What follows belongs to an exercise in optimizing a design on an open flow for small area; a production flow would make more cautious choices. Where RTL was checked, it was by simulation tests only, not by an equivalence proof against the original. Only the layout flow was run in runs 6 to 8; the RTL was not checked for function there. The clock cells of runs 1, 2 and 4 to 8 come from the design's own scripts or RTL, not from TritonCTS. The clock input has no modelled driver; a real chip could not lean on it and would need a root buffer or a full tree. Power and IR drop assume default switching activity.

**design/flow/design.v**
```verilog
module clockdiv #(
    parameter           I_CLK_FRQ = 100_000_000,
    parameter           FREQUENCY = 1  
) (
    input wire          i_rst,
    input wire          i_clk,
    output reg          o_clk
);
    localparam integer  divider = I_CLK_FRQ / FREQUENCY;
    localparam integer  width   = $clog2(divider);
    reg [width-1:0]     counter;
    always @( posedge i_clk ) begin
        if ( i_rst ) begin
            counter <= 0;
            o_clk <= 0;
        end else if ( counter == divider - 1 ) begin
            counter <= 0;
            o_clk <= 1;
        end else begin
            counter <= counter + 1;
            o_clk <= 0;
        end
    end
endmodule
module seven_seg_disp #(
    parameter           I_CLK_FRQ = 24_000,
    parameter           REFRESH = 60,
    parameter           DIGITS = 4
) (
    input               i_clk,
    input               i_rst,
    input signed [10:0] i_data,
    input               i_en,
    output wire [3:0]   o_anodes,
    output wire [6:0]   o_segment
);
    reg  [6:0]  cnt;
    wire        fire = cnt[6] & cnt[5] & cnt[2];
    always @(posedge i_clk)
        if (i_rst)      cnt <= 7'd0;
        else if (fire)  cnt <= 7'd1;
        else            cnt <= cnt + 7'd1;
    reg  [1:0]  pos;
    always @(posedge i_clk)
        if (i_rst)      pos <= 2'd3;
        else if (fire)  pos <= pos + 2'd1;
    assign o_anodes = ~(4'b0001 << pos);
    reg         s;
    reg  [11:0] P;
    reg         cv;      
    wire        ld   = i_rst | (fire & i_en);
    wire        win  = (cnt[6:4] == 3'd0) & (cnt[3] | (cnt[2] & cnt[1]));   
    wire        run  = cv & win;
    wire        e0   = run & cnt[3];                  
    wire        e1   = run & cnt[3] & cnt[2];         
    function [3:0] corr(input [3:0] d, input e);
        reg c;
        begin
            c = e & (d[3] | (d[2] & (d[1] | d[0])));
            corr[0] = d[0] ^ c;
            corr[1] = c ? ((d[1] & d[0]) | (d[3] & ~d[0])) : d[1];
            corr[2] = c ? (d[3] & d[0]) : d[2];
            corr[3] = d[3] | c;
        end
    endfunction
    wire [11:0] C = {P[11:8], corr(P[7:4], e1), corr(P[3:0], e0)};
    wire        take = fire & i_en & ~i_rst;
    wire        keep = ~ld;
    wire [11:0] R = {C[10:0], P[11] ^ s};
    wire [11:0] L = {i_data[9:0], 2'b00};
    always @(posedge i_clk) begin
        if (i_rst | fire) cv <= take;
        if (ld) s <= take & i_data[10];
        if (ld | run) P <= ({12{take}} & L) | ({12{keep}} & R);
    end
    wire        h10 = P[11] & P[9];                        
    wire [3:0]  d0 = P[3:0], d1 = P[7:4];
    wire [3:0]  d2 = {P[11] & ~P[9], P[10], P[9] & ~P[11], P[8]};
    wire        n0 = d0[3] & d0[0];
    wire        n1 = d1[3] & d1[0];
    reg  [3:0]  dsel;
    reg         cin;
    always @* begin
        case (pos)
            2'd3: begin dsel = d0; cin = s; end
            2'd0: begin dsel = d1; cin = s & n0; end
            2'd1: begin dsel = d2; cin = s & n0 & n1; end
            default: begin dsel = s ? 4'hf : {3'b000, h10}; cin = 1'b0; end
        endcase
    end
    wire [3:0]  dinc;
    assign dinc[0] = dsel[0] ^ cin;
    assign dinc[1] = dsel[1] ^ (cin & dsel[0] & ~dsel[3]);
    assign dinc[2] = dsel[2] ^ (cin & dsel[0] & dsel[1]);
    assign dinc[3] = cin ? ((dsel[3] & ~dsel[0]) | (dsel[2] & dsel[1] & dsel[0])) : dsel[3];
    reg  [3:0]  dig;
    always @(posedge i_clk)
        if (fire) dig <= dinc;
    wire [3:0]  d = dig;
    assign o_segment[6] = (~d[3] & ~d[2] & ~d[1]) | (~d[3] & d[2] & d[1] & d[0]);
    assign o_segment[5] = (~d[2] & d[1]) | (~d[3] & ~d[2] & d[0]) | (d[1] & d[0]);
    assign o_segment[4] = (d[2] & ~d[1]) | d[0];
    assign o_segment[3] = (d[2] & ~d[1] & ~d[0]) | (~d[2] & ~d[1] & d[0]) | (d[2] & d[1] & d[0]);
    assign o_segment[2] = (d[3] & d[1]) | (~d[2] & d[1] & ~d[0]);
    assign o_segment[1] = ~((~d[1] & ~d[0]) | (~d[3] & d[1] & d[0]) | ~d[2]);
    assign o_segment[0] = (~d[3] & ~d[2] & ~d[1] & d[0]) | (d[3] & d[2]) | (d[2] & ~d[1] & ~d[0]);
endmodule
```
**design/flow/flow/run.sh**
```bash
#!/bin/bash
# Layout: the standard flow (standard.sh) with three changes:
#  - after synthesis every cell is swapped for the smallest of its family (downsize.tcl),
#  - port buffers are sky130_fd_sc_hd__buf_1 cells,
#  - the clock tree is a few clock buffers driven by the clock port (cts_pre.tcl),
#    in place of TritonCTS's H-tree.
# make's output goes to flow_make.log here; ORFS's per-step logs are under orfs/logs.
set -euo pipefail
W=$PWD
bash standard.sh \
  "PRE_FLOORPLAN_TCL=$W/flow/downsize.tcl" \
  "BUFFER_PORTS_ARGS=-buffer_cell sky130_fd_sc_hd__buf_1" \
  "PRE_CTS_TCL=$W/flow/cts_pre.tcl" \
  finish > "$W/flow_make.log" 2>&1
```
**design/flow/flow/cts_pre.tcl**
```tcl
# Sourced by ORFS's cts.tcl before clock tree synthesis. Builds the clock tree by hand:
# the clock port drives NBUF buffers of type CELL, each driving the clock pins of one group
# of registers (grouped by x position, equal sizes). TritonCTS is then skipped; the rest of
# cts.tcl (legalization, timing repair) runs as usual.
set my_cts_cell sky130_fd_sc_hd__clkbuf_4
set my_cts_nbuf 3

proc my_cts {cell nbuf} {
  set block [ord::get_db_block]
  set clk [$block findNet i_clk]
  set sinks {}
  foreach it [$clk getITerms] {
    set b [[$it getInst] getBBox]
    lappend sinks [list $it [expr {([$b xMin]+[$b xMax])/2}] [expr {([$b yMin]+[$b yMax])/2}]]
  }
  set sinks [lsort -integer -index 1 $sinks]
  set n [llength $sinks]
  set master [[ord::get_db] findMaster $cell]
  for {set g 0} {$g < $nbuf} {incr g} {
    set lo [expr {$g * $n / $nbuf}]
    set hi [expr {($g + 1) * $n / $nbuf - 1}]
    set buf [odb::dbInst_create $block $master clkbuf_root_$g]
    set net [odb::dbNet_create $block clknet_root_$g]
    $net setSigType CLOCK
    set sx 0
    set sy 0
    foreach s [lrange $sinks $lo $hi] {
      lassign $s it x y
      $it disconnect
      $it connect $net
      incr sx $x
      incr sy $y
    }
    set k [expr {$hi - $lo + 1}]
    [$buf findITerm A] connect $clk
    [$buf findITerm X] connect $net
    $buf setLocation [expr {$sx / $k}] [expr {$sy / $k}]
    $buf setPlacementStatus PLACED
    puts "my_cts: $cell clkbuf_root_$g drives $k clock pins"
  }
}

my_cts $my_cts_cell $my_cts_nbuf
set_propagated_clock [all_clocks]

rename clock_tree_synthesis tritoncts_unused
proc clock_tree_synthesis {args} {
  puts "my_cts: clock tree built by cts_pre.tcl; clock_tree_synthesis skipped"
}
```
**design/flow/flow/downsize.tcl**
```tcl
# Sourced by ORFS's floorplan.tcl (PRE_FLOORPLAN_TCL) right after the synthesized netlist is
# loaded. Swaps every cell for the smallest cell of the same family (same name up to the
# drive-strength suffix, so the same function and pins): synthesis sized cells for speed, and
# the clock period leaves ample slack. Registers keep their cell type; only drive strength can
# change. Later repair_design fixes any slew or capacitance violation this leaves.
proc downsize_all {} {
  set db [ord::get_db]
  set block [ord::get_db_block]
  set sizes {}
  foreach lib [$db getLibs] {
    foreach m [$lib getMasters] {
      set mn [$m getName]
      if {![regexp {^(sky130_fd_sc_hd__.+)_([0-9]+)$} $mn -> base drv]} continue
      if {[string match "*lpflow*" $mn] || [string match "*probe*" $mn]} continue
      dict lappend sizes $base $m
    }
  }
  set n 0
  foreach inst [$block getInsts] {
    set m [$inst getMaster]
    set mn [$m getName]
    if {![regexp {^(sky130_fd_sc_hd__.+)_([0-9]+)$} $mn -> base drv]} continue
    if {[string match "*tapvpwrvgnd*" $mn] || [string match "*clkbuf*" $mn]} continue
    if {![dict exists $sizes $base]} continue
    set best $m
    set besta [expr {[$m getWidth] * [$m getHeight]}]
    foreach c [dict get $sizes $base] {
      set a [expr {[$c getWidth] * [$c getHeight]}]
      if {$a < $besta} {
        set best $c
        set besta $a
      }
    }
    if {$best ne $m} {
      puts "downsize: [$inst getName] $mn -> [$best getName]"
      $inst swapMaster $best
      incr n
    }
  }
  puts "downsize: replaced $n cells"
}
downsize_all
```
**design/flow/standard.sh**
```bash
#!/bin/bash
# synth_recipe.tcl (not shown) runs the flow's synth.tcl, then flattens the netlist and writes it again
# the make line also repeats each setting of config.mk as NAME=value (left out here)
make -C /OpenROAD-flow-scripts/flow DESIGN_CONFIG=/design/flow/config.mk WORK_HOME=/design/flow/orfs CLKGATE_MAP_FILE= SYNTH_SCRIPT=/design/flow/synth_recipe.tcl "${@:-finish}"
```
**design/flow/config.mk**
```make
export PLATFORM = sky130hd
export DESIGN_NAME = seven_seg_disp
export DESIGN_NICKNAME = seven_seg_disp
export VERILOG_FILES = /design/flow/design.v
export SDC_FILE = /design/flow/constraint.sdc
export NUM_CORES = 4
export LEC_CHECK = 0
export CAP_MARGIN = 20
export CORE_MARGIN = 2
export CORE_UTILIZATION = 40
export SLEW_MARGIN = 20
```
**design/flow/constraint.sdc**
```tcl
create_clock -name core_clock -period 10.0 [get_ports {i_clk}]
set_input_delay 2.0000 -clock core_clock [delete_from_list [all_inputs] [get_ports {i_clk}]]
set_output_delay 2.0000 -clock core_clock [all_outputs]
set_load 0.01 [all_outputs]
```
==> results.sh, run 1 <==
export IMPL_wl_um=3140
export IMPL_ys_warn_count=1
export IMPL_cp_data_required_time_ns=8.00
export IMPL_post_cts_resized=0
export IMPL_ctsHoldBuffers=0
export IMPL_switching_share_pct=21.6
export IMPL_finish_utilization_pct=46.7
export IMPL_hold_class="flip-flop to flip-flop"
export IMPL_power_total_w=0.000186
export IMPL_clkPwrFrac_pct=22.0
export IMPL_post_drt_wl_per_cell_um=13.3
export IMPL_die_area_um2=4400
export IMPL_path_class="flip-flop to output port"
export IMPL_ant_nets=0
export IMPL_finalHoldViolCount=0
export IMPL_core_um2=3690
export IMPL_clock_fmax_ghz=0.291
export IMPL_fin_tns_setup_ns=0
export IMPL_maxCapViolCount=0
export IMPL_period_share_pct=34.4
export IMPL_worstSetupEndpointType="output port"
export IMPL_initial_core_util_pct=42.1
export IMPL_grt_usage_pct=14.5
export IMPL_grt_max_degree=13
export IMPL_cellLeakagePower_nw=0.637
export IMPL_port_buffer_count=24
export IMPL_die_height_um=66.3
export IMPL_synth_nets=184
export IMPL_cp_buffers_inverters=2
export IMPL_viasPerCell=5.40
export IMPL_startpoint_type="flip-flop"
export IMPL_final_nets=210
export IMPL_grt_pass1_vias=1166
export IMPL_gp_congestion=0.850
export IMPL_cpLargestDelayFamily="flip-flops"
export IMPL_fin_crit_ns=3.44
export IMPL_dp_slack_ns=6.59
export IMPL_setup_viol=0
export IMPL_critical_path_max_fanout=7
export IMPL_power_switching_w=0.0000402
export IMPL_worst_pin_slew_ns=1.03
export IMPL_cp_cell_sequence="inv_1, mux2_2, o21ai_0, buf_1"
export IMPL_clk_pin_slew_ns=0.09
export IMPL_critPathArrivalTime_ns=1.44
export IMPL_io_pins=25
export IMPL_rsz0062_at_grt="false"
export IMPL_grt_overflow=0
export IMPL_vias=1268
export IMPL_die_w_um=66.3
export IMPL_diodes=0
export IMPL_rows=22
export IMPL_drive_gt1_share_pct=4.81
export IMPL_fin_worst_skew_ns=0.00850
export IMPL_syn_inst=163
export IMPL_peakVddDrop_mv=0.0640
export IMPL_insertion_delay_ns=0.16
export IMPL_seqPwrFrac_pct=69.5
export IMPL_max_slew_margin_pct=30.4
export IMPL_drtPass1Iterations=6
export IMPL_crit_slowest_cell="edfxtp_1"
export IMPL_setup_slack_ns=6.56
export IMPL_slowest_delay_ns=0.49
export IMPL_grt_antenna_before_repair=0
export IMPL_p_int_w=0.000146
export IMPL_dpl_hpwl_um=2530
export IMPL_powerDensity_nw_per_um2=108
export IMPL_post_cts_setup_buffers=0
export IMPL_status="timing/DRC/antenna clean"
export IMPL_slew_violations=0
export IMPL_drc=0
export IMPL_drt_iter0_drc=50
export IMPL_combPwrFrac_pct=8.5
export IMPL_grt_pass1_wl_um=5150
layout by cell type, fill, tap and decap left out, types with 7 or more instances in the layout:
| cell | instances |
|---|---|
| buf_1 | 24 |
| nand2_1 | 21 |
| edfxtp_1 | 18 |
| o21ai_0 | 13 |
| a21oi_1 | 12 |
| nor2_1 | 10 |
| inv_1 | 9 |
| dfxtp_1 | 9 |
| nand3_1 | 7 |
| ha_1 | 7 |
registers in the layout (all words and copies together) (netlist names):
register	count
P	12
cnt	7
dig	4
pos	2
cv	1
s	1
area by class of cell:
type | count | area [um2]
fillers | 371 | 1970
multi-input cells | 120 | 772
flip-flops and latches | 27 | 721
repair buffers | 26 | 105
well taps | 48 | 60.1
inverters | 11 | 41.3
plain buffers | 3 | 22.5
power groups by stage:
stage          Sequential [W]  Clock (W)  Combinational [W]
6_report             0.000129  0.0000410          0.0000158
5_1_grt              0.000130  0.0000478          0.0000184
4_1_cts              0.000129  0.0000423          0.0000161
3_5_place_dp         0.000132          0          0.0000160
2_1_floorplan        0.000130          0          0.0000117
3_3_place_gp         0.000132          0          0.0000155
per-stage QoR:
stage               cell area (um2)  cells  hold WS, ns
finish                         1720    235        0.491
global route                   1720    235        0.540
CTS                            1720    235        0.501
detailed placement             1700    232        0.470
global placement               1700    232        0.486
floorplan                      1550    163        0.431
final timing paths:
check	from	end	cells after the start	slack [ns]
worst max-delay path	dig[2]	o_segment[0]	4	6.56
worst min-delay path	cnt[0]	cnt[0]	1	0.49
worst min register to register	cnt[0]	cnt[0]	1	0.49
worst max register to register	cnt[6]	P[7]	4	7.80
metal layers:
metal	GRT usage (%)	part of all wire [%]	vias up
met5	0	0	-
met4	1.02	0.64	0
li1	-	-	641
met3	1.36	3.8	2
met1	17.3	42	604
met2	28.7	53	21
==> run 2: changes to the inputs <==
--- a/design/flow/flow/cts_pre.tcl
+++ b/design/flow/flow/cts_pre.tcl
@@ -2,7 +2,7 @@
 # the clock port drives NBUF buffers of type CELL, each driving the clock pins of one group
 # of registers (grouped by x position, equal sizes). TritonCTS is then skipped; the rest of
 # cts.tcl (legalization, timing repair) runs as usual.
-set my_cts_cell sky130_fd_sc_hd__clkbuf_4
+set my_cts_cell sky130_fd_sc_hd__clkbuf_8
 set my_cts_nbuf 3
 
 proc my_cts {cell nbuf} {
==> run 2 against run 1 <==
Against the previous run: still clean on timing, DRC and antenna; register-to-register slack worse by 0.02 ns; clock power is 33% higher; first-iteration DRC count is 16% higher; critical path depth stayed put; critical path type unchanged; largest power group unchanged.
==> results.sh, run 2 <==
export IMPL_max_slew_margin_pct=27.9
export IMPL_drt_iter0_drc=58
export IMPL_drive_gt1_share_pct=4.81
export IMPL_critical_path_max_fanout=7
export IMPL_rows=22
export IMPL_drtPass1Iterations=4
export IMPL_worst_pin_slew_ns=1.07
export IMPL_largest_register_ffs=12
export IMPL_die_area_um2=4400
export IMPL_dpl_hpwl_um=2530
export IMPL_stdcell_count=235
export IMPL_largest_register="P"
export IMPL_rsz0062_at_grt="false"
export IMPL_synth_nets=184
export IMPL_maxCapViolCount=0
export IMPL_grt_antenna_before_repair=0
export IMPL_power_total_w=0.000200
export IMPL_ctsHoldBuffers=0
export IMPL_fin_crit_ns=3.41
export IMPL_post_cts_resized=0
export IMPL_wl_um=3160
export IMPL_post_drt_wl_per_cell_um=13.4
export IMPL_grt_max_degree=13
export IMPL_ys_warn_count=1
export IMPL_die_height_um=66.3
export IMPL_grt_overflow=0
export IMPL_status="timing/DRC/antenna clean"
export IMPL_drc=0
export IMPL_fin_tns_setup_ns=0
export IMPL_setup_viol=0
export IMPL_path_class="flip-flop to output port"
export IMPL_insertion_delay_ns=0.13
export IMPL_peakVddDrop_mv=0.0808
export IMPL_layout_common_cells="buf_1 (24), nand2_1 (21), edfxtp_1 (18), o21ai_0 (13), a21oi_1 (12)"
export IMPL_clock_fmax_ghz=0.294
export IMPL_fin_worst_skew_ns=0.00542
export IMPL_cp_data_required_time_ns=8.00
export IMPL_ant_nets=0
export IMPL_vias=1279
export IMPL_postPlaceCellArea_um2=1700
export IMPL_diodes=0
export IMPL_reg_top3="P (12), cnt (7), dig (4)"
export IMPL_final_common_cell="buf_1"
export IMPL_hold_class="flip-flop to flip-flop"
export IMPL_grt_pass1_wl_um=5180
export IMPL_critPathArrivalTime_ns=1.41
export IMPL_postLayoutCellArea_um2=1740
export IMPL_post_cts_setup_buffers=0
export IMPL_hold_ws_ns=0.484
export IMPL_slew_violations=0
export IMPL_final_nets=210
export IMPL_gp_congestion=0.850
export IMPL_grt_pass1_vias=1170
export IMPL_powerDensity_nw_per_um2=115
export IMPL_initial_core_util_pct=42.1
export IMPL_finalHoldViolCount=0
export IMPL_clk_pin_slew_ns=0.06
export IMPL_port_buffer_count=24
export IMPL_grt_usage_pct=14.6
export IMPL_worstSetupEndpointType="output port"
export IMPL_syn_inst=163
export IMPL_cellLeakagePower_nw=0.645
export IMPL_placed_cells=232
export IMPL_die_w_um=66.3
export IMPL_startpoint_type="flip-flop"
export IMPL_period_share_pct=34.1
export IMPL_viasPerCell=5.44
export IMPL_core_um2=3690
export IMPL_io_pins=25
-- run 2: cell type report --
cell class	count	area (um2)
multi-input cells	120	772
fillers	375	1950
plain buffers	3	41.3
flip-flops and latches	27	721
well taps	48	60.1
repair buffers	26	105
inverters	11	41.3
-- run 2: per-layer routing --
metal  global-route usage (%)  up-vias  routed length, um
li1                         -      639                  -
met1                     17.7      611               1340
met2                     28.7       27               1690
met3                     1.36        2                112
met4                     1.02        0                 20
met5                        0        -                  0
-- run 2: critical path, stage by stage, from the launching register on --
cell	delay, ns
edfxtp_1	0.48
inv_1	0.16
mux2_2	0.34
o21ai_0	0.14
buf_1	0.17
-- run 2: final timing paths --
| check | start | endpoint | slack, ns | cells past startpoint |
|---|---|---|---|---|
| setup / recovery | dig[2] | o_segment[0] | 6.59 | 4 |
| hold / removal | cnt[0] | cnt[0] | 0.48 | 1 |
| setup reg to reg | cnt[6] | P[7] | 7.78 | 4 |
| hold reg to reg | cnt[0] | cnt[0] | 0.48 | 1 |
-- run 2: power by group --
| part | leakage (nW) | switching (W) | internal [W] |
|---|---|---|---|
| Clock | 0.0216 | 0.0000273 | 0.0000272 |
| Sequential | 0.253 | 0.00000527 | 0.000124 |
| Combinational | 0.370 | 0.00000833 | 0.00000751 |
-- run 2: through the flow --
step	utilization, %	setup slack, ns
after floorplan	-	6.72
after global placement	46.1	6.68
after detailed placement	46.1	6.59
after CTS	47.2	6.59
after global routing	47.2	6.49
final	47.2	6.59
==> run 3: changes to the inputs <==
==> design/flow/flow/run.sh (replaced) <==
#!/bin/bash
# Layout: the standard flow (standard.sh), synthesis included, with three changes:
#  - after synthesis the logic between the registers is re-mapped for area with OpenROAD's
#    restructure, and each cell is swapped for the smallest of its family (resynth.tcl),
#  - port buffers are sky130_fd_sc_hd__buf_1 cells,
#  - the clock tree is a few clock buffers driven by the clock port (cts_pre.tcl),
#    in place of TritonCTS's H-tree.
# make's output goes to flow_make.log here; ORFS's per-step logs are under orfs/logs.
set -euo pipefail
W=$PWD
bash standard.sh \
  "PRE_FLOORPLAN_TCL=$W/flow/resynth.tcl" \
  "BUFFER_PORTS_ARGS=-buffer_cell sky130_fd_sc_hd__buf_1" \
  "PRE_CTS_TCL=$W/flow/cts_pre.tcl" \
  finish > "$W/flow_make.log" 2>&1
--- a/design/flow/flow/cts_pre.tcl
+++ b/design/flow/flow/cts_pre.tcl
@@ -2,7 +2,7 @@
 # the clock port drives NBUF buffers of type CELL, each driving the clock pins of one group
 # of registers (grouped by x position, equal sizes). TritonCTS is then skipped; the rest of
 # cts.tcl (legalization, timing repair) runs as usual.
-set my_cts_cell sky130_fd_sc_hd__clkbuf_8
+set my_cts_cell sky130_fd_sc_hd__clkbuf_4
 set my_cts_nbuf 3
 
 proc my_cts {cell nbuf} {
==> design/flow/flow/resynth.tcl (new file) <==
# Sourced by ORFS's floorplan.tcl (PRE_FLOORPLAN_TCL) right after the synthesized netlist is
# loaded: re-maps the logic between the registers for area with OpenROAD's restructure (ABC),
# then swaps each cell for the smallest of its family (downsize.tcl). Registers are untouched.
set_dont_use $::env(DONT_USE_CELLS)
file mkdir $::env(OBJECTS_DIR)/rmp
set tielo [split $::env(TIELO_CELL_AND_PORT)]
set tiehi [split $::env(TIEHI_CELL_AND_PORT)]
report_design_area
log_cmd restructure -target area -liberty_file [lindex $::env(LIB_FILES) 0] \
  -tielo_port [lindex $tielo 0]/[lindex $tielo 1] \
  -tiehi_port [lindex $tiehi 0]/[lindex $tiehi 1] \
  -work_dir $::env(OBJECTS_DIR)/rmp -abc_logfile $::env(LOG_DIR)/2_0_restructure_abc.log
report_design_area
source [file join [file dirname [info script]] downsize.tcl]
report_design_area
==> run 3 against run 2 <==
Against the previous run: the run now fails in floorplan (2_1_floorplan); synthesized cell count is 0.61% lower.
==> results.sh, run 3 <==
export IMPL_status="stopped before the end"
export IMPL_haltStage="floorplan (2_1_floorplan)"
export IMPL_first_error="[ERROR EST-0104] inconsistent parasitics state"
export IMPL_initial_core_util_pct=42.1
export IMPL_synth_avg_cell_area_um2=8.74
export IMPL_die_height_um=63.5
export IMPL_synth_cell_area_um2=1420
export IMPL_syn_inst=162
export IMPL_rows=21
export IMPL_die_w_um=63.5
export IMPL_ys_warn_count=1
==> run 4: changes to the inputs <==
--- a/design/flow/design.v
+++ b/design/flow/design.v
@@ -40,10 +40,11 @@
         if (i_rst)      cnt <= 7'd0;
         else if (fire)  cnt <= 7'd1;
         else            cnt <= cnt + 7'd1;
-    reg  [1:0]  pos;
+    reg  [1:0]  gp;
     always @(posedge i_clk)
-        if (i_rst)      pos <= 2'd3;
-        else if (fire)  pos <= pos + 2'd1;
+        if (i_rst)      gp <= 2'b10;
+        else if (fire)  gp <= {gp[0], ~gp[1]};
+    wire [1:0]  pos = {gp[1], gp[1] ^ gp[0]};
     assign o_anodes = ~(4'b0001 << pos);
     reg         s;
     reg  [11:0] P;
--- a/design/flow/flow/run.sh
+++ b/design/flow/flow/run.sh
@@ -9,7 +9,7 @@
 set -euo pipefail
 W=$PWD
 bash standard.sh \
-  "PRE_FLOORPLAN_TCL=$W/flow/resynth.tcl" \
+  "POST_FLOORPLAN_TCL=$W/flow/resynth.tcl" \
   "BUFFER_PORTS_ARGS=-buffer_cell sky130_fd_sc_hd__buf_1" \
   "PRE_CTS_TCL=$W/flow/cts_pre.tcl" \
   finish > "$W/flow_make.log" 2>&1
==> design/flow/flow/filter_lib.py (new file) <==
#!/usr/bin/env python3
"""Copy a Liberty file without the cells named in DONT_USE_CELLS (glob patterns), so that a
tool reading the file directly (OpenROAD's restructure) cannot pick them.
usage: filter_lib.py IN OUT"""
import fnmatch, os, re, sys

src, dst = sys.argv[1], sys.argv[2]
pats = os.environ.get("DONT_USE_CELLS", "").split()
text = open(src).read()
out = []
pos = 0
dropped = 0
for m in re.finditer(r'\n(\s*)cell\s*\(\s*"?([\w$]+)"?\s*\)\s*\{', text):
    if m.start() < pos:
        continue
    name = m.group(2)
    if not any(fnmatch.fnmatchcase(name, p) for p in pats):
        continue
    # find the matching closing brace of this cell group
    depth = 0
    i = m.end() - 1
    while True:
        ch = text[i]
        if ch == "{":
            depth += 1
        elif ch == "}":
            depth -= 1
            if depth == 0:
                break
        i += 1
    out.append(text[pos:m.start()])
    pos = i + 1
    dropped += 1
out.append(text[pos:])
open(dst, "w").write("".join(out))
print(f"filter_lib: dropped {dropped} cells")
==> design/flow/flow/resynth.tcl (replaced) <==
# Sourced by ORFS's floorplan.tcl (POST_FLOORPLAN_TCL) once the floorplan is made: re-maps
# the logic between the registers for area with OpenROAD's restructure (ABC), then swaps each
# cell for the smallest of its family (downsize.tcl). Registers are untouched.
# restructure reads the Liberty file itself, so it gets a copy without the don't-use cells.
set_dont_use $::env(DONT_USE_CELLS)
set rmp_dir $::env(OBJECTS_DIR)/rmp
file mkdir $rmp_dir
set flow_dir [file dirname [info script]]
exec python3 $flow_dir/filter_lib.py [lindex $::env(LIB_FILES) 0] $rmp_dir/usable.lib \
  >@ stdout 2>@ stderr
set tielo [split $::env(TIELO_CELL_AND_PORT)]
set tiehi [split $::env(TIEHI_CELL_AND_PORT)]
report_design_area
log_cmd restructure -target area -liberty_file $rmp_dir/usable.lib \
  -tielo_port [lindex $tielo 0]/[lindex $tielo 1] \
  -tiehi_port [lindex $tiehi 0]/[lindex $tiehi 1] \
  -work_dir $rmp_dir -abc_logfile $::env(LOG_DIR)/2_0_restructure_abc.log
report_design_area
source $flow_dir/downsize.tcl
report_design_area
--- a/design/flow/config.mk
+++ b/design/flow/config.mk
@@ -8,4 +8,5 @@
 export CAP_MARGIN = 20
 export CORE_MARGIN = 2
 export CORE_UTILIZATION = 40
+export GPL_TIMING_DRIVEN = 0
 export SLEW_MARGIN = 20
==> run 4 against run 3 <==
Against the previous run: now clean on timing, DRC and antenna; synthesized area rose by 14%; synthesized cell count rose by 3.7%.
==> results.sh, run 4 <==
export IMPL_async_flop_share_pct=0
export IMPL_syn_inst=168
export IMPL_post_synth_num_cell_types=45
export IMPL_cp_cell_sequence="buf_1, clkinv_1, o21ai_1, clkinv_1, o21ai_1, buf_4"
export IMPL_synth_area_leaders="edfxtp_1 (34%), dfxtp_1 (11%), mux2i_1 (4.3%), nand2_1 (3.5%), nor2_1 (3.5%)"
export IMPL_ctsHoldBuffers=0
export IMPL_wl_um=2970
export IMPL_critical_path_max_fanout=10
export IMPL_drtPass1Iterations=4
export IMPL_clk_pin_slew_ns=0.09
export IMPL_postPlaceCellArea_um2=1550
export IMPL_period_share_pct=39.1
export IMPL_core_um2=3940
export IMPL_dp_slack_ns=5.91
export IMPL_powerDensity_nw_per_um2=117
export IMPL_rows=23
export IMPL_maxCapViolCount=0
export IMPL_hold_class="flip-flop to flip-flop"
export IMPL_synth_cell_area_um2=1610
export IMPL_drt_iter0_drc=32
export IMPL_drc=0
export IMPL_finalHoldViolCount=0
export IMPL_layout_common_cells="clkinv_1 (26), buf_1 (24), edfxtp_1 (18), o21ai_0 (18), nor2_1 (17)"
export IMPL_cp_buffers_inverters=4
export IMPL_final_common_cell="clkinv_1"
export IMPL_area_delta_synth_final_pct=-2.33
export IMPL_crit_slowest_cell="o21ai_1"
export IMPL_grt_antenna_before_repair=0
export IMPL_cellLeakagePower_nw=0.487
export IMPL_largest_register_ffs=12
export IMPL_worstSetupEndpointType="flip-flop"
export IMPL_die_area_um2=4550
export IMPL_worst_pin_slew_ns=0.896
export IMPL_largest_register="P"
export IMPL_dpl_hpwl_um=2340
export IMPL_hold_ws_ns=0.488
export IMPL_grt_overflow=0
export IMPL_fin_tns_setup_ns=0
export IMPL_status="timing/DRC/antenna clean"
export IMPL_synth_top_cell_by_area="edfxtp_1"
export IMPL_port_buffer_count=24
export IMPL_post_cts_setup_buffers=0
export IMPL_fin_crit_ns=3.91
export IMPL_synth_edf_count=18
export IMPL_grt_pass1_vias=1117
export IMPL_viasPerCell=5.32
export IMPL_cp_data_required_time_ns=9.88
export IMPL_startpoint_type="primary input"
export IMPL_grt_pass1_wl_um=4830
export IMPL_path_class="primary input to flip-flop"
export IMPL_die_height_um=67.5
export IMPL_ys_warn_count=1
export IMPL_io_pins=25
export IMPL_gp_congestion=0.860
export IMPL_initial_core_util_pct=40.9
export IMPL_synth_nets=184
export IMPL_diodes=0
export IMPL_setup_viol=0
export IMPL_grt_usage_pct=13.3
export IMPL_vias=1230
export IMPL_ant_nets=0
export IMPL_post_drt_wl_per_cell_um=12.8
export IMPL_critPathArrivalTime_ns=3.79
export IMPL_yosysTopAreaCellShare_pct=33.5
export IMPL_clock_fmax_ghz=0.256
export IMPL_grt_max_degree=12
export IMPL_slowest_delay_ns=0.62
export IMPL_max_slew_margin_pct=39.8
export IMPL_setup_slack_ns=6.09
export IMPL_insertion_delay_ns=0.16
export IMPL_reg_top3="P (12), cnt (7), dig (4)"
export IMPL_cpLargestDelayFamily="compound AO/OA/AOI/OAI gates"
export IMPL_final_nets=197
export IMPL_peakVddDrop_mv=0.0693
export IMPL_slew_violations=0
export IMPL_synth_avg_cell_area_um2=9.59
export IMPL_finish_utilization_pct=39.9
export IMPL_post_cts_resized=0
export IMPL_synth_common_cells="edfxtp_1 (18), nand2_1 (15), nor2_1 (15)"
export IMPL_fin_worst_skew_ns=0.00934
export IMPL_synth_seq_area_share_pct=44.7
export IMPL_ys_flop_type="edfxtp_1"
export IMPL_post_synth_top_count_cell="edfxtp_1"
export IMPL_drive_gt1_share_pct=2.76
export IMPL_rsz0062_at_grt="false"
export IMPL_ys_ff_latch=27
export IMPL_postLayoutCellArea_um2=1570
export IMPL_die_w_um=67.5
==> run 4: area by class of cell <==
class	count	area [um2]
Tap cell	50	62.6
Sequential cell	27	721
Fill cell	414	2370
Timing Repair Buffer	25	97.6
Multi-Input combinational cell	100	573
Buffer	3	22.5
Inverter	26	97.6
==> run 4: worst min-delay path, stage by stage (launching register included) <==
cell      delay [ns]
dfxtp_1         0.31
clkinv_1        0.06
a211oi_1        0.06
==> run 4: cell families after synthesis <==
group / Yosys count / share of synthesized area [%]
flops: 27 / 44.7
buf+inv: 18 / 4.74
simple gates: 58 / 18.9
xor+xnor: 8 / 4.35
mux: 11 / 7.61
fa+ha+maj: 2 / 1.55
compound gates: 44 / 18.2
==> run 4: metal layers <==
layer / GRT usage (%) / up-vias / wire length [um]
met5: 0 / - / 0
met4: 0.765 / 0 / 11
met3: 1.00 / 2 / 161
met2: 26.3 / 37 / 1500
met1: 16.1 / 568 / 1300
li1: - / 623 / -
==> run 4: worst paths after layout <==
| path | slack, ns | depth (start not counted) | startpoint | end |
|---|---|---|---|---|
| min reg2reg | 0.49 | 2 | cnt[4] | cnt[4] |
| max | 6.09 | 6 | i_en | P[0] |
| max reg2reg | 6.38 | 7 | cnt[2] | P[0] |
| min | 0.49 | 2 | cnt[4] | cnt[4] |
==> run 4: metrics by stage <==
stage,total power (W),std cells
4_1_cts,0.000185,231
3_3_place_gp,0.000144,227
2_1_floorplan,0.000142,168
3_5_place_dp,0.000145,228
5_1_grt,0.000193,231
6_report,0.000184,231
==> run 4: power by group <==
part            total, W  switching [W]  internal [W]  leakage [nW]
logic          0.0000139     0.00000778    0.00000610         0.221
registers       0.000128     0.00000466      0.000124         0.253
clock network  0.0000413      0.0000269     0.0000144        0.0138
total           0.000184      0.0000393      0.000144         0.487
==> run 5: changes to the inputs <==
--- a/design/flow/config.mk
+++ b/design/flow/config.mk
@@ -8,5 +8,4 @@
 export CAP_MARGIN = 20
 export CORE_MARGIN = 2
 export CORE_UTILIZATION = 40
-export GPL_TIMING_DRIVEN = 0
 export SLEW_MARGIN = 20
==> run 5 against run 4 <==
Against the previous run: register-to-register slack better by 0.26 ns; clock skew is 0.00099 ns higher; design area is 0.16% higher; sequential share of layout area is 0.073 points lower; critical endpoint is now P[4]; via count is 1.1% higher; critical path type unchanged; largest power group unchanged; first-iteration DRC count is 78% higher; largest cell class unchanged; global-route usage is 1.1 points higher; still clean.
==> results.sh, run 5 <==
export IMPL_status="timing/DRC/antenna clean"
export IMPL_maxCapViolCount=0
export IMPL_post_cts_setup_buffers=0
export IMPL_fin_tns_setup_ns=0
export IMPL_wl_um=3130
export IMPL_synth_common_cells="edfxtp_1 (18), nand2_1 (15), nor2_1 (15)"
export IMPL_clock_fmax_ghz=0.269
export IMPL_final_common_cell="clkinv_1"
export IMPL_layout_common_cells="clkinv_1 (26), buf_1 (24), o21ai_0 (19), edfxtp_1 (18), nor2_1 (17)"
export IMPL_worst_pin_slew_ns=0.877
export IMPL_synth_cell_area_um2=1610
export IMPL_postLayoutCellArea_um2=1580
export IMPL_grt_pass1_wl_um=5140
export IMPL_synth_area_leaders="edfxtp_1 (34%), dfxtp_1 (11%), mux2i_1 (4.3%), nand2_1 (3.5%), nor2_1 (3.5%)"
export IMPL_viasPerCell=5.36
export IMPL_reg2reg_slack_ns=6.64
export IMPL_largest_register="P"
export IMPL_ctsHoldBuffers=0
export IMPL_grt_antenna_before_repair=0
export IMPL_port_buffer_count=24
export IMPL_synth_avg_cell_area_um2=9.59
export IMPL_peakVddDrop_mv=0.0673
export IMPL_cp_buffers_inverters=4
export IMPL_gp_congestion=0.829
export IMPL_drtPass1Iterations=4
export IMPL_post_synth_num_cell_types=45
export IMPL_insertion_delay_ns=0.16
export IMPL_rsz0062_at_grt="false"
export IMPL_ant_nets=0
export IMPL_final_nets=198
export IMPL_cp_data_required_time_ns=9.87
export IMPL_dpl_hpwl_um=2440
export IMPL_powerDensity_nw_per_um2=117
export IMPL_post_synth_top_count_cell="edfxtp_1"
export IMPL_syn_inst=168
export IMPL_die_area_um2=4550
export IMPL_drt_iter0_drc=57
export IMPL_vias=1244
export IMPL_synth_top_cell_by_area="edfxtp_1"
export IMPL_crit_slowest_cell="o21ai_1"
export IMPL_critPathArrivalTime_ns=3.59
export IMPL_fin_crit_ns=3.72
export IMPL_io_pins=25
export IMPL_die_height_um=67.5
export IMPL_synth_seq_area_share_pct=44.7
export IMPL_grt_max_degree=12
export IMPL_grt_overflow=0
export IMPL_diodes=0
export IMPL_drc=0
export IMPL_grt_usage_pct=14.4
export IMPL_cpLargestDelayFamily="compound AO/OA/AOI/OAI gates"
export IMPL_slew_violations=0
export IMPL_post_cts_resized=0
export IMPL_path_class="primary input to flip-flop"
export IMPL_hold_class="flip-flop to flip-flop"
export IMPL_async_flop_share_pct=0
export IMPL_die_w_um=67.5
export IMPL_ys_ff_latch=27
export IMPL_cp_cell_sequence="buf_1, clkinv_1, o21ai_1, clkinv_1, o21ai_0, buf_4"
export IMPL_reg_top3="P (12), cnt (7), dig (4)"
export IMPL_setup_viol=0
export IMPL_core_um2=3940
export IMPL_grt_pass1_vias=1172
export IMPL_postPlaceCellArea_um2=1550
export IMPL_synth_nets=184
export IMPL_crit_top_cell="clkinv_1"
export IMPL_yosysTopAreaCellShare_pct=33.5
export IMPL_period_share_pct=37.2
export IMPL_cellLeakagePower_nw=0.492
export IMPL_worstSetupEndpointType="flip-flop"
export IMPL_finalHoldViolCount=0
export IMPL_fin_worst_skew_ns=0.0103
export IMPL_max_slew_margin_pct=41.1
export IMPL_synth_edf_count=18
export IMPL_rows=23
export IMPL_area_delta_synth_final_pct=-2.17
export IMPL_ys_flop_type="edfxtp_1"
export IMPL_initial_core_util_pct=40.9
export IMPL_post_drt_wl_per_cell_um=13.5
export IMPL_critical_path_max_fanout=10
export IMPL_drive_gt1_share_pct=2.75
export IMPL_slowest_delay_ns=0.58
export IMPL_startpoint_type="primary input"
export IMPL_largest_register_ffs=12
export IMPL_ys_warn_count=1
export IMPL_clk_pin_slew_ns=0.09
==> run 5: metal layers <==
| layer | global-route usage, % | vias to the layer above | routed length [um] |
|---|---|---|---|
| met1 | 17.4 | 582 | 1350 |
| met2 | 28.4 | 37 | 1640 |
| met4 | 1.53 | 0 | 12 |
| li1 | - | 623 | - |
| met3 | 1.00 | 2 | 133 |
| met5 | 0 | - | 0 |
==> run 5: logic make-up after synthesis <==
logic type	count (synthesis)	share of synthesized area, %
and+or+nand+nor	58	18.9
buffers and inverters	18	4.74
xor gates and xnor gates	8	4.35
muxes	11	7.61
AOI/OAI and AO/OA	44	18.2
adders and majority gates	2	1.55
DFF	27	44.7
==> run 5: stage by stage <==
stage	util [%]	hold WS (ns)	total power [W]	std cells	worst slack (ns)
6_report	40.0	0.478	0.000185	232	6.28
4_1_cts	40.0	0.484	0.000187	232	5.85
3_5_place_dp	39.4	0.467	0.000145	229	5.68
5_1_grt	40.0	0.504	0.000193	232	6.05
2_1_floorplan	-	0.423	0.000142	168	6.83
3_3_place_gp	39.4	0.464	0.000144	229	5.79
==> run 5: final timing paths <==
path                             start  endpoint  cells after the start
worst max-delay path              i_en      P[4]                      6
worst min-delay path            cnt[4]    cnt[4]                      2
worst max register to register  cnt[2]      P[4]                      7
worst min register to register  cnt[4]    cnt[4]                      2
==> run 5: where the power goes <==
part / internal (W) / switching, W
sequential: 0.000124 / 0.00000471
clock: 0.0000144 / 0.0000282
combinational: 0.00000609 / 0.00000777
total: 0.000144 / 0.0000407
==> run 5: final cells by class <==
cell class | instances | area, um2
Timing Repair Buffer | 26 | 105
Buffer | 3 | 22.5
Multi-Input combinational cell | 100 | 568
Sequential cell | 27 | 721
Inverter | 26 | 97.6
Tap cell | 50 | 62.6
Fill cell | 399 | 2370
==> run 5: worst reg2reg max path: cells and delay by family (launching register included) <==
| kind | cells | cell delay, ns |
|---|---|---|
| compound gates | 2 | 0.93 |
| buf+inv | 4 | 1.03 |
| flops | 1 | 0.38 |
| simple gates | 1 | 0.73 |
==> run 6: changes to the inputs <==
--- a/design/flow/design.v
+++ b/design/flow/design.v
@@ -69,10 +69,13 @@
     wire        keep = ~ld;
     wire [11:0] R = {C[10:0], P[11] ^ s};
     wire [11:0] L = {i_data[9:0], 2'b00};
+    wire        step = keep & run;
+    wire        hold = keep & ~run;
+    always @(posedge i_clk)
+        P <= ({12{take}} & L) | ({12{step}} & R) | ({12{hold}} & P);
     always @(posedge i_clk) begin
         if (i_rst | fire) cv <= take;
         if (ld) s <= take & i_data[10];
-        if (ld | run) P <= ({12{take}} & L) | ({12{keep}} & R);
     end
     wire        h10 = P[11] & P[9];                        
     wire [3:0]  d0 = P[3:0], d1 = P[7:4];
--- a/design/flow/config.mk
+++ b/design/flow/config.mk
@@ -8,4 +8,5 @@
 export CAP_MARGIN = 20
 export CORE_MARGIN = 2
 export CORE_UTILIZATION = 40
+export GPL_TIMING_DRIVEN = 0
 export SLEW_MARGIN = 20
==> run 6 against run 5 <==
Against the previous run: synthesized area fell by 1.2%; fmax rose by 11%; clock skew rose by 0.0036 ns; routed wire length fell by 3.6%; via count rose by 7.2%; synthesized cell count rose by 11%; power fell by 13%; sequential power fell by 12%; die area fell by 1.2%; global-route usage barely moved; flip-flop and latch count did not move; critical path type unchanged; critical endpoint is now P[10]; largest power group unchanged; highest routed layer unchanged.
==> results.sh, run 6 <==
export IMPL_synth_seq_area_share_pct=37.7
export IMPL_synth_top_family_by_area="compound AO/OA/AOI/OAI gates"
export IMPL_period_share_pct=33.6
export IMPL_clkPwrFrac_pct=25.8
export IMPL_powerDensity_nw_per_um2=104
export IMPL_synth_common_cells="dfxtp_1 (21), nand2_1 (17), o21ai_0 (16)"
export IMPL_hold_class="flip-flop to flip-flop"
export IMPL_synth_mux_area_share_pct=4.87
export IMPL_clock_fmax_ghz=0.298
export IMPL_io_pins=25
export IMPL_synth_nets=203
export IMPL_synth_edf_count=6
export IMPL_hold_ws_ns=0.473
export IMPL_layout_common_cells="clkinv_1 (37), buf_1 (24), dfxtp_1 (21), nor2_1 (18), o21ai_0 (18)"
export IMPL_die_area_um2=4500
export IMPL_startpoint_type="primary input"
export IMPL_wl_um=3020
export IMPL_die_height_um=67.1
export IMPL_vias=1334
export IMPL_insertion_delay_ns=0.17
export IMPL_switching_share_pct=20.0
export IMPL_post_synth_top_count_cell="dfxtp_1"
export IMPL_clk_pin_slew_ns=0.09
export IMPL_post_cts_setup_buffers=0
export IMPL_nFillCells=397
export IMPL_stdcell_count=242
export IMPL_setup_slack_ns=6.64
export IMPL_grt_pass1_vias=1163
export IMPL_post_drt_wl_per_cell_um=12.5
export IMPL_finalHoldViolCount=0
export IMPL_dpl_hpwl_um=2330
export IMPL_maxCapViolCount=0
export IMPL_rows=22
export IMPL_ant_nets=0
export IMPL_drc=0
export IMPL_peakVddDrop_mv=0.0764
export IMPL_area_delta_synth_final_pct=-2.44
export IMPL_fin_worst_skew_ns=0.0140
export IMPL_grt_pass1_wl_um=5240
export IMPL_final_nets=210
export IMPL_grt_usage_pct=14.4
export IMPL_syn_inst=187
export IMPL_grt_antenna_before_repair=0
export IMPL_grt_overflow=0
export IMPL_yosysTopAreaCellShare_pct=26.4
export IMPL_diodes=0
export IMPL_worstSetupEndpointType="flip-flop"
export IMPL_final_common_cell="clkinv_1"
export IMPL_viasPerCell=5.51
export IMPL_power_total_w=0.000161
export IMPL_post_synth_num_cell_types=46
export IMPL_synth_cell_area_um2=1590
export IMPL_fin_tns_setup_ns=0
export IMPL_largest_register="P"
export IMPL_core_um2=3740
export IMPL_drtPass1Iterations=5
export IMPL_critPathArrivalTime_ns=3.44
export IMPL_rsz0062_at_grt="false"
export IMPL_cellLeakagePower_nw=0.469
export IMPL_die_w_um=67.1
export IMPL_ys_flop_type="dfxtp_1"
export IMPL_slew_violations=0
export IMPL_drt_iter0_drc=87
export IMPL_ys_warn_count=1
export IMPL_initial_core_util_pct=42.5
export IMPL_seqPwrFrac_pct=70.1
export IMPL_reg_top3="P (12), cnt (7), dig (4)"
export IMPL_drive_gt1_share_pct=2.06
export IMPL_largest_register_ffs=12
export IMPL_worst_pin_slew_ns=0.939
export IMPL_ys_ff_latch=27
export IMPL_synthXorXnorAreaFrac_pct=3.30
export IMPL_combPwrFrac_pct=4.1
export IMPL_placed_cells=239
export IMPL_path_class="primary input to flip-flop"
export IMPL_synth_area_leaders="dfxtp_1 (26%), edfxtp_1 (11%), a22oi_1 (5.7%), o21ai_0 (5.0%), nand2_1 (4.0%)"
export IMPL_power_switching_w=0.0000323
export IMPL_async_flop_share_pct=0
export IMPL_port_buffer_count=24
export IMPL_gp_congestion=0.890
export IMPL_dp_slack_ns=6.48
export IMPL_fin_crit_ns=3.36
export IMPL_synth_top_cell_by_area="dfxtp_1"
export IMPL_yosys_area_share_adder_pct=1.57
export IMPL_cp_data_required_time_ns=10.09
export IMPL_status="timing/DRC/antenna clean"
export IMPL_synth_avg_cell_area_um2=8.51
export IMPL_synth_simple_gate_area_share_pct=21.1
export IMPL_ctsHoldBuffers=0
export IMPL_critical_path_max_fanout=10
export IMPL_synth_compound_area_share_pct=25.7
export IMPL_setup_viol=0
export IMPL_max_slew_margin_pct=36.9
export IMPL_post_cts_resized=0
export IMPL_p_int_w=0.000129
export IMPL_grt_max_degree=13
-- run 6: cells by family after synthesis --
| group | count (synthesis) |
|---|---|
| AO/OA/AOI/OAI | 61 |
| XOR/XNOR | 6 |
| adder cells (fa/ha/maj) | 2 |
| buffers and inverters | 21 |
| flip-flops | 27 |
| multiplexers | 7 |
| AND/OR/NAND/NOR | 63 |
-- run 6: worst max-delay path: stages --
cell and delay, ns:
buf_1 0.14, clkinv_1 0.08, o21ai_0 0.18, nor2_1 0.62, clkinv_1 0.24, o21ai_0 0.18
-- run 6: final timing paths --
| path | startpoint | endpoint | slack (ns) | cells past startpoint |
|---|---|---|---|---|
| max reg2reg | cnt[2] | P[3] | 6.96 | 7 |
| max | i_rst | P[10] | 6.64 | 6 |
| min | cnt[4] | cnt[4] | 0.47 | 2 |
| min reg2reg | cnt[4] | cnt[4] | 0.47 | 2 |
-- run 6: routing by layer --
metal / GRT usage (%) / share of wire, % / wire [um] / up-vias
met4: 1.79 / 0.89 / 27 / 0
met2: 23.1 / 45 / 1360 / 35
met3: 1.18 / 5.5 / 166 / 5
li1: - / - / - / 683
met1: 21.5 / 49 / 1470 / 611
met5: 0 / 0 / 0 / -
-- run 6: per-stage QoR --
stage	utilization [%]	instance area [um2]
final	41.5	1550
after global placement	40.7	1530
after global routing	41.5	1550
after CTS	41.5	1550
after floorplan	-	1590
after detailed placement	40.9	1530
-- run 6: cell type report --
type                    instances  area [um2]  area share (%)
multi-input cells             103         641            41.3
inverters                      37         139            8.94
well taps                      48        60.1            3.87
flip-flops and latches         27         601            38.7
repair buffers                 24        90.1            5.80
plain buffers                   3        22.5            1.45
-- run 6: power groups by stage --
stage	clock network, W	registers, W	logic [W]
after floorplan	0	0.000116	0.00000458
after global placement	0	0.000116	0.00000647
after detailed placement	0	0.000116	0.00000671
after CTS	0.0000431	0.000113	0.00000667
after global routing	0.0000473	0.000113	0.00000772
final	0.0000416	0.000113	0.00000665
==> run 7: changes to the inputs <==
--- a/design/flow/design.v
+++ b/design/flow/design.v
@@ -46,14 +46,22 @@
         else if (fire)  gp <= {gp[0], ~gp[1]};
     wire [1:0]  pos = {gp[1], gp[1] ^ gp[0]};
     assign o_anodes = ~(4'b0001 << pos);
+    wire        q0 = (pos == 2'd3);
+    wire        q1 = (pos == 2'd0);
+    wire        q2 = (pos == 2'd1);
+    wire        q3 = (pos == 2'd2);
     reg         s;
     reg  [11:0] P;
     reg         cv;      
     wire        ld   = i_rst | (fire & i_en);
     wire        win  = (cnt[6:4] == 3'd0) & (cnt[3] | (cnt[2] & cnt[1]));   
-    wire        run  = cv & win;
-    wire        e0   = run & cnt[3];                  
-    wire        e1   = run & cnt[3] & cnt[2];         
+    wire        conv = cv & win;
+    wire        e0   = conv & cnt[3];                 
+    wire        e1   = conv & cnt[3] & cnt[2];        
+    wire        r8   = cv ? q1 : ~q3;
+    wire        r16  = cv & (q2 | q3);
+    wire        rot  = ~cnt[6] & cnt[5] & ~cnt[4] & ((~cnt[3] & r8) | r16);
+    wire        run  = conv | rot;
     function [3:0] corr(input [3:0] d, input e);
         reg c;
         begin
@@ -67,7 +75,7 @@
     wire [11:0] C = {P[11:8], corr(P[7:4], e1), corr(P[3:0], e0)};
     wire        take = fire & i_en & ~i_rst;
     wire        keep = ~ld;
-    wire [11:0] R = {C[10:0], P[11] ^ s};
+    wire [11:0] R = {C[10:0], P[11] ^ (s & conv)};
     wire [11:0] L = {i_data[9:0], 2'b00};
     wire        step = keep & run;
     wire        hold = keep & ~run;
@@ -77,21 +85,8 @@
         if (i_rst | fire) cv <= take;
         if (ld) s <= take & i_data[10];
     end
-    wire        h10 = P[11] & P[9];                        
-    wire [3:0]  d0 = P[3:0], d1 = P[7:4];
-    wire [3:0]  d2 = {P[11] & ~P[9], P[10], P[9] & ~P[11], P[8]};
-    wire        n0 = d0[3] & d0[0];
-    wire        n1 = d1[3] & d1[0];
-    reg  [3:0]  dsel;
-    reg         cin;
-    always @* begin
-        case (pos)
-            2'd3: begin dsel = d0; cin = s; end
-            2'd0: begin dsel = d1; cin = s & n0; end
-            2'd1: begin dsel = d2; cin = s & n0 & n1; end
-            default: begin dsel = s ? 4'hf : {3'b000, h10}; cin = 1'b0; end
-        endcase
-    end
+    wire        cin  = s & (q0 | (P[11] & P[8] & (q1 | (q2 & P[7] & P[4]))));
+    wire [3:0]  dsel = q3 ? (s ? 4'hf : {3'b000, P[3] & P[1]}) : P[3:0];
     wire [3:0]  dinc;
     assign dinc[0] = dsel[0] ^ cin;
     assign dinc[1] = dsel[1] ^ (cin & dsel[0] & ~dsel[3]);
@@ -101,11 +96,11 @@
     always @(posedge i_clk)
         if (fire) dig <= dinc;
     wire [3:0]  d = dig;
-    assign o_segment[6] = (~d[3] & ~d[2] & ~d[1]) | (~d[3] & d[2] & d[1] & d[0]);
-    assign o_segment[5] = (~d[2] & d[1]) | (~d[3] & ~d[2] & d[0]) | (d[1] & d[0]);
+    assign o_segment[6] = (~d[3] & ~d[2] & ~d[1]) | (d[3] & d[1] & ~d[0]) | (~d[3] & d[2] & d[1] & d[0]);
+    assign o_segment[5] = (d[1] & d[0]) | (~d[3] & ~d[2] & d[0]) | (~d[3] & ~d[2] & d[1]);
     assign o_segment[4] = (d[2] & ~d[1]) | d[0];
     assign o_segment[3] = (d[2] & ~d[1] & ~d[0]) | (~d[2] & ~d[1] & d[0]) | (d[2] & d[1] & d[0]);
-    assign o_segment[2] = (d[3] & d[1]) | (~d[2] & d[1] & ~d[0]);
+    assign o_segment[2] = (~d[3] & ~d[2] & d[1] & ~d[0]) | (d[3] & d[2]);
     assign o_segment[1] = ~((~d[1] & ~d[0]) | (~d[3] & d[1] & d[0]) | ~d[2]);
     assign o_segment[0] = (~d[3] & ~d[2] & ~d[1] & d[0]) | (d[3] & d[2]) | (d[2] & ~d[1] & ~d[0]);
 endmodule
==> run 7 against run 6 <==
Against the previous run: still clean; design area is 0.89% lower; synthesized area is 2.2% lower; fmax is 2.2% lower; register-to-register slack better by 0.34 ns; flip-flop and latch count stayed put; utilization is 0.25 points higher; critical endpoint is now o_anodes[2]; largest cell class unchanged; largest power group unchanged.
==> results.sh, run 7 <==
export IMPL_fin_tns_setup_ns=0
export IMPL_rr_worst_depth=7
export IMPL_postLayoutCellArea_um2=1540
export IMPL_ys_ff_latch=27
export IMPL_worstSetupEndpointType="output port"
export IMPL_rows=22
export IMPL_dpl_hpwl_um=2540
export IMPL_synth_seq_area_share_pct=38.6
export IMPL_die_height_um=66.4
export IMPL_core_um2=3690
export IMPL_grt_usage_pct=15.7
export IMPL_wl_um=3270
export IMPL_synth_avg_cell_area_um2=8.70
export IMPL_post_cts_resized=0
export IMPL_drive_gt1_share_pct=2.07
export IMPL_finalHoldViolCount=0
export IMPL_final_common_cell="clkinv_1"
export IMPL_die_w_um=66.4
export IMPL_drt_iter0_drc=29
export IMPL_async_flop_share_pct=0
export IMPL_worst_pin_slew_ns=0.766
export IMPL_ctsHoldBuffers=0
export IMPL_ys_flop_type="dfxtp_1"
export IMPL_p_int_w=0.000129
export IMPL_post_synth_top_count_cell="dfxtp_1"
export IMPL_reg2reg_slack_ns=7.30
export IMPL_layout_common_cells="clkinv_1 (31), buf_1 (24), dfxtp_1 (21), o21ai_0 (18), nor2_1 (17)"
export IMPL_cellLeakagePower_nw=0.447
export IMPL_post_drt_wl_per_cell_um=13.6
export IMPL_yosysTopAreaCellShare_pct=27.0
export IMPL_hold_class="flip-flop to flip-flop"
export IMPL_path_class="flip-flop to output port"
export IMPL_drc=0
export IMPL_setup_slack_ns=6.57
export IMPL_synth_cell_area_um2=1560
export IMPL_final_nets=209
export IMPL_setup_viol=0
export IMPL_synth_area_leaders="dfxtp_1 (27%), edfxtp_1 (12%), a221o_1 (5.8%), nand2_1 (3.4%), clkbuf_1 (2.9%)"
export IMPL_grt_antenna_before_repair=0
export IMPL_maxCapViolCount=0
export IMPL_grt_overflow=0
export IMPL_synth_top_cell_by_area="dfxtp_1"
export IMPL_post_cts_setup_buffers=0
export IMPL_r2r_end="P[9]"
export IMPL_die_area_um2=4410
export IMPL_startpoint_type="flip-flop"
export IMPL_fin_worst_skew_ns=0.00834
export IMPL_critical_path_max_fanout=6
export IMPL_period_share_pct=34.3
export IMPL_seqPwrFrac_pct=69.8
export IMPL_clk_pin_slew_ns=0.10
export IMPL_ys_warn_count=1
export IMPL_switching_share_pct=20.4
export IMPL_syn_inst=179
export IMPL_synth_nets=195
export IMPL_post_synth_num_cell_types=45
export IMPL_cp_data_required_time_ns=8.00
export IMPL_holdCritStartpoint="P[10]"
export IMPL_viasPerCell=5.60
export IMPL_critPathArrivalTime_ns=1.43
export IMPL_ant_nets=0
export IMPL_grt_max_degree=13
export IMPL_drtPass1Iterations=4
export IMPL_area_delta_synth_final_pct=-1.13
export IMPL_grt_pass1_vias=1254
export IMPL_initial_core_util_pct=42.2
export IMPL_port_buffer_count=24
export IMPL_reg_top3="P (12), cnt (7), dig (4)"
export IMPL_largest_register="P"
export IMPL_hold_ws_ns=0.484
export IMPL_max_slew_margin_pct=48.7
export IMPL_holdPathStages=2
export IMPL_insertion_delay_ns=0.16
export IMPL_combPwrFrac_pct=4.3
export IMPL_fin_crit_ns=3.43
export IMPL_largest_register_ffs=12
export IMPL_powerDensity_nw_per_um2=105
export IMPL_dp_slack_ns=6.47
export IMPL_clkPwrFrac_pct=25.9
export IMPL_rr_startpoint="cv"
export IMPL_gp_congestion=0.830
export IMPL_peakVddDrop_mv=0.0735
export IMPL_power_switching_w=0.0000330
export IMPL_multi_input_area_um2=649
export IMPL_rsz0062_at_grt="false"
export IMPL_status="timing/DRC/antenna clean"
export IMPL_synth_edf_count=6
export IMPL_whs_endpoint="P[10]"
export IMPL_clock_fmax_ghz=0.291
export IMPL_vias=1349
export IMPL_grt_pass1_wl_um=5630
export IMPL_nFillCells=402
export IMPL_slew_violations=0
export IMPL_seq_area_um2=601
export IMPL_io_pins=25
export IMPL_synth_common_cells="dfxtp_1 (21), nand2_1 (14), clkbuf_1 (12)"
export IMPL_postPlaceCellArea_um2=1520
export IMPL_diodes=0
[run 7: cell count changes after synthesis, moves of 4 or more]
| cell | delta |
|---|---|
| a221o_1 | +9 |
| a22oi_1 | -12 |
| nand3_1 | +5 |
| nor2b_1 | -4 |
| nor3_1 | +7 |
| o21a_1 | -4 |
| o21ai_0 | -9 |
[run 7: logic make-up after synthesis]
| kind of cell | after synthesis | synth area share (%) |
|---|---|---|
| compound gates | 55 | 26.9 |
| fa+ha+maj | 3 | 2.25 |
| flops | 27 | 38.6 |
| buf+inv | 24 | 6.35 |
| simple gates | 61 | 20.6 |
| mux | 2 | 1.37 |
| xor+xnor | 7 | 3.94 |
[run 7: how the worst max path moves through the flow]
stage          startpoint            to  slack (ns)
2_1_floorplan      dig[2]  o_segment[0]        6.92
3_5_place_dp        i_rst          P[9]        6.47
3_3_place_gp         i_en             s        6.43
6_report            gp[1]   o_anodes[2]        6.57
4_1_cts             gp[1]   o_anodes[2]        6.57
5_1_grt             gp[1]   o_anodes[2]        6.43
[run 7: area by class of cell]
type,instances,share of cell area [%]
buffer,3,1.46
inverter,31,7.56
multi-input combinational,108,42.2
sequential,27,39.0
tap,48,3.90
timing repair buffer,24,5.85
[run 7: per-layer routing]
layer  vias up  global-route usage, %  part of all wire (%)
li1        683                      -                     -
met1       635                   19.4                    44
met2        26                   30.3                    51
met3         5                   1.19                   4.2
met4         0                   1.53                  0.89
met5         -                      0                     0
[run 7: power groups by stage]
stage                     sequential, W  clock (W)  combinational [W]
after floorplan                0.000115          0         0.00000534
after detailed placement       0.000116          0         0.00000700
final                          0.000113  0.0000419         0.00000699
after global routing           0.000113  0.0000479         0.00000790
after CTS                      0.000113  0.0000437         0.00000702
after global placement         0.000116          0         0.00000663
[run 7: through the flow]
step | utilization (%) | total power, W | instances
5_1_grt | 41.7 | 0.000169 | 241
3_5_place_dp | 41.1 | 0.000123 | 238
3_3_place_gp | 41.0 | 0.000122 | 238
6_report | 41.7 | 0.000162 | 241
2_1_floorplan | - | 0.000121 | 179
4_1_cts | 41.7 | 0.000164 | 241
[run 7: worst max-delay path, cell delays in order, from the launching register on]
cell,delay (ns)
dfxtp_1,0.40
clkinv_1,0.20
nor2_1,0.30
clkinv_1,0.21
buf_1,0.17
==> run 8: changes to the inputs <==
--- a/design/flow/design.v
+++ b/design/flow/design.v
@@ -86,21 +86,23 @@
         if (ld) s <= take & i_data[10];
     end
     wire        cin  = s & (q0 | (P[11] & P[8] & (q1 | (q2 & P[7] & P[4]))));
-    wire [3:0]  dsel = q3 ? (s ? 4'hf : {3'b000, P[3] & P[1]}) : P[3:0];
-    wire [3:0]  dinc;
-    assign dinc[0] = dsel[0] ^ cin;
-    assign dinc[1] = dsel[1] ^ (cin & dsel[0] & ~dsel[3]);
-    assign dinc[2] = dsel[2] ^ (cin & dsel[0] & dsel[1]);
-    assign dinc[3] = cin ? ((dsel[3] & ~dsel[0]) | (dsel[2] & dsel[1] & dsel[0])) : dsel[3];
+    wire [3:0]  t = P[3:0];
+    wire [3:0]  enc;
+    assign enc[3] = (cin ^ t[0]) & ~t[3];
+    assign enc[2] = (t[2] & ~t[1]) | (~cin & ~t[3] & t[1] & ~t[0]) | (cin & ~t[3] & ~t[2] & t[0]);
+    assign enc[1] = ~((~t[3] & ~t[2] & ~t[1]) | (~cin & ~t[2] & t[1] & ~t[0]) | (cin & t[3] & t[0]));
+    assign enc[0] = ~((t[2] & t[1]) | (~cin & ~t[2] & ~t[0]) | (cin & ~t[1] & t[0]));
+    wire        th   = s | (P[3] & P[1]);
+    wire [3:0]  dinc = q3 ? {th, s, 1'b0, th} : enc;
     reg  [3:0]  dig;
     always @(posedge i_clk)
         if (fire) dig <= dinc;
     wire [3:0]  d = dig;
-    assign o_segment[6] = (~d[3] & ~d[2] & ~d[1]) | (d[3] & d[1] & ~d[0]) | (~d[3] & d[2] & d[1] & d[0]);
-    assign o_segment[5] = (d[1] & d[0]) | (~d[3] & ~d[2] & d[0]) | (~d[3] & ~d[2] & d[1]);
-    assign o_segment[4] = (d[2] & ~d[1]) | d[0];
-    assign o_segment[3] = (d[2] & ~d[1] & ~d[0]) | (~d[2] & ~d[1] & d[0]) | (d[2] & d[1] & d[0]);
-    assign o_segment[2] = (~d[3] & ~d[2] & d[1] & ~d[0]) | (d[3] & d[2]);
-    assign o_segment[1] = ~((~d[1] & ~d[0]) | (~d[3] & d[1] & d[0]) | ~d[2]);
-    assign o_segment[0] = (~d[3] & ~d[2] & ~d[1] & d[0]) | (d[3] & d[2]) | (d[2] & ~d[1] & ~d[0]);
+    assign o_segment[6] = (~d[2] & ~d[1]) | (d[3] & ~d[0]);
+    assign o_segment[5] = (d[3] & ~d[2]) | (d[2] & ~d[1]);
+    assign o_segment[4] = d[0] | d[3];
+    assign o_segment[3] = ~((~d[3] & ~d[0]) | (d[3] & d[1] & d[0]));
+    assign o_segment[2] = d[2] & ~d[1];
+    assign o_segment[1] = (d[3] & d[2]) | (d[2] & d[1] & ~d[0]);
+    assign o_segment[0] = (d[3] & ~d[1]) | (~d[3] & d[2] & d[0]);
 endmodule
==> run 8 against run 7 <==
Against the previous run: synthesized area down 0.64%; power rose by 0.48%; combinational power down 0.7%; critical path depth rose by 3; via count is 3.0% lower; utilization is 0.71 points lower; die area down 0.60%; fmax shrank 8.1%.
==> results.sh, run 8 <==
export IMPL_rsz0062_at_grt="false"
export IMPL_synth_nets=189
export IMPL_cp_cell_sequence="buf_1, clkinv_1, o41ai_1, o21bai_1, clkinv_1, a222oi_1, clkinv_1"
export IMPL_synth_area_leaders="dfxtp_1 (27%), edfxtp_1 (12%), a221o_1 (5.8%), nand2_1 (3.2%), nor2_1 (2.7%)"
export IMPL_path_class="primary input to flip-flop"
export IMPL_crit_slowest_cell="o41ai_1"
export IMPL_grt_pass1_wl_um=5290
export IMPL_dpl_hpwl_um=2410
export IMPL_drtPass1Iterations=4
export IMPL_ys_flop_type="dfxtp_1"
export IMPL_ctsHoldBuffers=0
export IMPL_vias=1308
export IMPL_grt_usage_pct=14.7
export IMPL_powerDensity_nw_per_um2=108
export IMPL_synth_avg_cell_area_um2=8.89
export IMPL_gp_congestion=0.844
export IMPL_viasPerCell=5.54
export IMPL_fin_worst_skew_ns=0.00924
export IMPL_period_share_pct=37.3
export IMPL_power_total_w=0.000163
export IMPL_async_flop_share_pct=0
export IMPL_diodes=0
export IMPL_layout_common_cells="clkinv_1 (34), buf_1 (24), dfxtp_1 (21), o21ai_0 (15), nor2_1 (14)"
export IMPL_core_um2=3690
export IMPL_startpoint_type="primary input"
export IMPL_post_synth_top_count_cell="dfxtp_1"
export IMPL_stdcell_count=236
export IMPL_fin_tns_setup_ns=0
export IMPL_post_cts_resized=0
export IMPL_post_synth_num_cell_types=50
export IMPL_area_delta_synth_final_pct=-2.18
export IMPL_crit_top_cell="clkinv_1"
export IMPL_die_height_um=66.2
export IMPL_die_w_um=66.2
export IMPL_reg_top3="P (12), cnt (7), dig (4)"
export IMPL_synth_top_cell_by_area="dfxtp_1"
export IMPL_postPlaceCellArea_um2=1490
export IMPL_drt_iter0_drc=48
export IMPL_critPathArrivalTime_ns=3.78
export IMPL_cellLeakagePower_nw=0.450
export IMPL_drc=0
export IMPL_worst_pin_slew_ns=0.843
export IMPL_maxCapViolCount=0
export IMPL_grt_pass1_vias=1204
export IMPL_io_pins=25
export IMPL_max_slew_margin_pct=43.4
export IMPL_critical_path_max_fanout=10
export IMPL_placed_cells=233
export IMPL_insertion_delay_ns=0.16
export IMPL_clk_pin_slew_ns=0.10
export IMPL_ys_warn_count=1
export IMPL_finalHoldViolCount=0
export IMPL_grt_overflow=0
export IMPL_status="timing/DRC/antenna clean"
export IMPL_largest_register="P"
export IMPL_final_nets=204
export IMPL_finish_utilization_pct=41.0
export IMPL_wl_um=3180
export IMPL_grt_antenna_before_repair=0
export IMPL_cp_data_required_time_ns=10.05
export IMPL_ys_ff_latch=27
export IMPL_synth_edf_count=6
export IMPL_ant_nets=0
export IMPL_post_drt_wl_per_cell_um=13.5
export IMPL_post_cts_setup_buffers=0
export IMPL_clock_fmax_ghz=0.268
export IMPL_postLayoutCellArea_um2=1510
export IMPL_hold_class="flip-flop to flip-flop"
export IMPL_drive_gt1_share_pct=2.13
export IMPL_synth_common_cells="dfxtp_1 (21), nand2_1 (13), nor2_1 (11)"
export IMPL_final_common_cell="clkinv_1"
export IMPL_slowest_delay_ns=0.57
export IMPL_peakVddDrop_mv=0.0702
export IMPL_initial_core_util_pct=41.9
export IMPL_yosysTopAreaCellShare_pct=27.2
export IMPL_synth_seq_area_share_pct=38.8
export IMPL_setup_viol=0
export IMPL_die_area_um2=4380
export IMPL_syn_inst=174
export IMPL_largest_register_ffs=12
export IMPL_port_buffer_count=24
export IMPL_synth_cell_area_um2=1550
export IMPL_rows=22
export IMPL_grt_max_degree=13
export IMPL_fin_crit_ns=3.73
export IMPL_slew_violations=0
export IMPL_worstSetupEndpointType="flip-flop"
run 8: path summary, 6_finish.rpt:
| check | from | endpoint | slack [ns] | cells past startpoint |
|---|---|---|---|---|
| max | i_en | P[9] | 6.27 | 7 |
| min | P[9] | P[10] | 0.49 | 2 |
| max reg2reg | cnt[5] | P[8] | 7.45 | 6 |
| min reg2reg | P[9] | P[10] | 0.49 | 2 |
run 8: where the power goes:
group          switching, W   total (W)  leakage (nW)  internal (W)
logic            0.00000431  0.00000694         0.209    0.00000262
clock network     0.0000284   0.0000428        0.0138     0.0000144
registers       0.000000917    0.000113         0.227      0.000112
total             0.0000336    0.000163         0.450      0.000129
run 8: worst max-delay path, delay by kind of cell:
family,cells,cell delay [ns]
AO/OA/AOI/OAI,3,1.19
buffers and inverters,4,0.59
run 8: kinds of logic (layout without fill, tap and decap cells):
group / Yosys count / count (layout) / share of synthesized area (%)
compound gates: 53 / 63 / 26.5
xor+xnor: 6 / 0 / 3.40
fa+ha+maj: 1 / 0 / 0.809
buf+inv: 21 / 61 / 7.04
flops: 27 / 27 / 38.8
simple gates: 66 / 37 / 23.4
run 8: through the flow:
stage | setup WS [ns] | hold WS (ns)
floorplan | 6.89 | 0.451
finish | 6.27 | 0.494
detailed placement | 6.10 | 0.471
global route | 5.99 | 0.531
CTS | 6.28 | 0.500
global placement | 6.13 | 0.442
run 8: final cells by class:
cell class / count / area [um2]
flip-flops and latches: 27 / 601
plain buffers: 3 / 22.5
inverters: 34 / 128
well taps: 48 / 60.1
multi-input cells: 100 / 612
repair buffers: 24 / 90.1
fillers: 406 / 2180
run 8: routing by layer:
layer  vias to the layer above  track usage (%)  routed length [um]
li1                        668                -                   -
met1                       597             18.5                1460
met2                        37             27.3                1520
met3                         6             1.53                 153
met4                         0             2.04                  50
met5                         -                0                   0

Re-timed with assumed drivers on the ports (clkbuf_16 on the clock, buf_2 on other inputs), run 8 has 6.271 ns of setup slack against 6.267 ns with ideal ports, and 6.078 ns once port delays also move by the mid clock arrival of 0.193 ns.
